From an optimization exercise on the open Yosys and OpenROAD flow, aimed at small area and a short achievable clock period; shortcuts taken in it are not production practice. The RTL was checked by simulation tests, not by an equivalence proof against the original design.

==> flow/design.v (excerpt) <==
module test_dsp #(parameter width_in1=26, parameter width_in2=14, parameter width_out=40) (
    input clk_i,
    input signed [width_in1:0] a_i,
    input signed [width_in2:0] b_i,
    input signed [width_out:0] pd_pattern1,
    output signed [width_out:0] c_o,
    output reg ones_o
);
For scale: about 16000 um^2 of cells after synthesis.
export LEC_CHECK = 0
export ABC_AREA = 1
export CAP_MARGIN = 20
export CORE_MARGIN = 2
export CORE_UTILIZATION = 60
export SETUP_SLACK_MARGIN = 3.3
export SLEW_MARGIN = 20
create_clock -name core_clock -period 6.5 [get_ports {clk_i}]
standard.sh (not shown) runs the stock make flow with config.mk's settings and CLKGATE_MAP_FILE= SYNTH_SCRIPT=/design/flow/synth_recipe.tcl, a recipe that flattens the netlist after the stock synthesis.
==> flow/flow/run.sh <==
#!/bin/bash
# Standard ORFS layout, with one extra step between synthesis and floorplan:
# flow/polarity.py removes the polarity inverters that Yosys's full-adder
# extraction leaves between adder cells (full adders are self-dual), and
# swaps gates for their complement cells where that saves an inverter.
# Registers and ports are untouched.
set -euo pipefail
cd "$(dirname "$0")/.."
W=$(pwd)
R=$W/orfs/results/${FLOW_PLATFORM}/test_dsp/base
LIB=${FLOW_HOME}/platforms/${FLOW_PLATFORM}/lib/sky130_fd_sc_hd__tt_025C_1v80.lib
# port buffers: a real buffer cell (buffer_ports otherwise picks a delay cell)
export BUFFER_PORTS_ARGS="-buffer_cell sky130_fd_sc_hd__buf_2"
bash standard.sh synth > "$W/run_synth.log" 2>&1
cp "$R/1_2_yosys.v" "$W/1_2_yosys.standard.v"
python3 flow/polarity.py "$LIB" "$W/1_2_yosys.standard.v" "$R/1_2_yosys.v" > "$W/run_polarity.log" 2>&1
rm -f "$R/1_synth.odb" "$R/1_synth.sdc"
bash standard.sh finish > "$W/run_layout.log" 2>&1
Other scripts of this flow, unchanged in this note and not shown: flow/flow/polarity.py
Rerun with:
--- a/flow/design.v
+++ b/flow/design.v
@@ -153,21 +153,21 @@
 reg r1_c38_0;
 reg r1_c38_1;
 reg r1_c38_2;
 reg r1_c38_3;
 reg r1_c39_1;
 reg r1_c39_2;
 reg r1_c40_0;
 reg r1_c40_1;
 reg [40:0] pat_r;
 reg [40:0] prod_r;
-reg eq_r;
+reg [5:0] eqp_r;
 wire bo0 = b_i[0] ^ 1'b0;
 wire bt0 = (b_i[1] & ~b_i[0] & ~1'b0) | (~b_i[1] & b_i[0] & 1'b0);
 wire bn0 = b_i[1];
 wire pp0_0 = ((bo0 & a_i[0])) ^ bn0;
 wire pp0_1 = ((bo0 & a_i[1]) | (bt0 & a_i[0])) ^ bn0;
 wire pp0_2 = ((bo0 & a_i[2]) | (bt0 & a_i[1])) ^ bn0;
 wire pp0_3 = ((bo0 & a_i[3]) | (bt0 & a_i[2])) ^ bn0;
 wire pp0_4 = ((bo0 & a_i[4]) | (bt0 & a_i[3])) ^ bn0;
 wire pp0_5 = ((bo0 & a_i[5]) | (bt0 & a_i[4])) ^ bn0;
 wire pp0_6 = ((bo0 & a_i[6]) | (bt0 & a_i[5])) ^ bn0;
@@ -1101,21 +1101,28 @@
 wire sm_33 = ad_p0_33 ^ ad_g6_32;
 wire sm_34 = ad_p0_34 ^ ad_g6_33;
 wire sm_35 = ad_p0_35 ^ ad_g6_34;
 wire sm_36 = ad_p0_36 ^ ad_g6_35;
 wire sm_37 = ad_p0_37 ^ ad_g6_36;
 wire sm_38 = ad_p0_38 ^ ad_g6_37;
 wire sm_39 = ad_p0_39 ^ ad_g6_38;
 wire sm_40 = ad_p0_40 ^ ad_g6_39;
 wire [40:0] prod_d = {sm_40, sm_39, sm_38, sm_37, sm_36, sm_35, sm_34, sm_33, sm_32, sm_31, sm_30, sm_29, sm_28, sm_27, sm_26, sm_25, sm_24, sm_23, sm_22, sm_21, sm_20, sm_19, sm_18, sm_17, sm_16, sm_15, sm_14, sm_13, sm_12, sm_11, sm_10, sm_9, sm_8, sm_7, sm_6, sm_5, sm_4, sm_3, sm_2, sm_1, sm_0};
 wire [40:0] kc = {(cs_s[39:0] & cs_c[39:0]) | ((cs_s[39:0] | cs_c[39:0]) & ~pat_r[39:0]), 1'b0};
-wire eq_d = ~|(cs_s ^ cs_c ^ pat_r ^ kc);
+wire [40:0] eqz = cs_s ^ cs_c ^ pat_r ^ kc;
+wire [5:0] eqp_d;
+assign eqp_d[0] = ~|eqz[6:0];
+assign eqp_d[1] = ~|eqz[13:7];
+assign eqp_d[2] = ~|eqz[19:14];
+assign eqp_d[3] = ~|eqz[26:20];
+assign eqp_d[4] = ~|eqz[33:27];
+assign eqp_d[5] = ~|eqz[40:34];
 always @(posedge clk_i) begin
     r1_c0_0 <= bn0;
     r1_c0_1 <= pp0_0;
     r1_c1_0 <= pp0_1;
     r1_c2_0 <= bn1;
     r1_c2_1 <= pp0_2;
     r1_c2_2 <= pp1_0;
     r1_c3_0 <= pp0_3;
     r1_c3_1 <= pp1_1;
     r1_c4_0 <= bn2;
@@ -1256,15 +1263,15 @@
     r1_c38_0 <= c0_106;
     r1_c38_1 <= sn5;
     r1_c38_2 <= pp6_26;
     r1_c38_3 <= pp7_24;
     r1_c39_1 <= pp6_27;
     r1_c39_2 <= pp7_25;
     r1_c40_0 <= sn6;
     r1_c40_1 <= pp7_26;
     pat_r <= pd_pattern1;
     prod_r <= prod_d;
-    eq_r <= eq_d;
-    ones_o <= eq_r;
+    eqp_r <= eqp_d;
+    ones_o <= &eqp_r;
 end
 assign c_o = prod_r;
 endmodule
Core utilization increases by 1.1 points.
Setup slack is better by 0.044 ns.
Via count decreases by 3.5%.
Clock-buffer cell count increases by 6.

==> re-timing with driven ports <==
No port has a modelled driver above. Below, the same layouts with a new extraction and two added sets of constraints.
Step 1 assumes that a clkbuf_16 drives the clock port and a buf_2 every other input.
Step 2 also shifts input and output timing later by t, the mid clock arrival at the registers, as if the neighbouring blocks saw the same clock.
Slacks: ideal / step 1 / step 2; pairs: ideal / step 1.
run	t, ns	slack for setup (ns)	hold WS [ns]	latest minus earliest clock arrival (ns)	worst register clock-pin slew, ns
the first run	0.595	3.337 / 3.336 / 2.741	0.330 / 0.330 / 0.330	0.013 / 0.014	0.06 / 0.06
the second run	0.597	3.381 / 3.353 / 2.756	0.455 / 0.455 / 0.455	0.017 / 0.018	0.07 / 0.07
After both steps setup and hold are still met in every run listed. For the second run, which loses most, drivers alone change the setup slack by -0.028 ns; drivers and shift together by -0.625 ns.
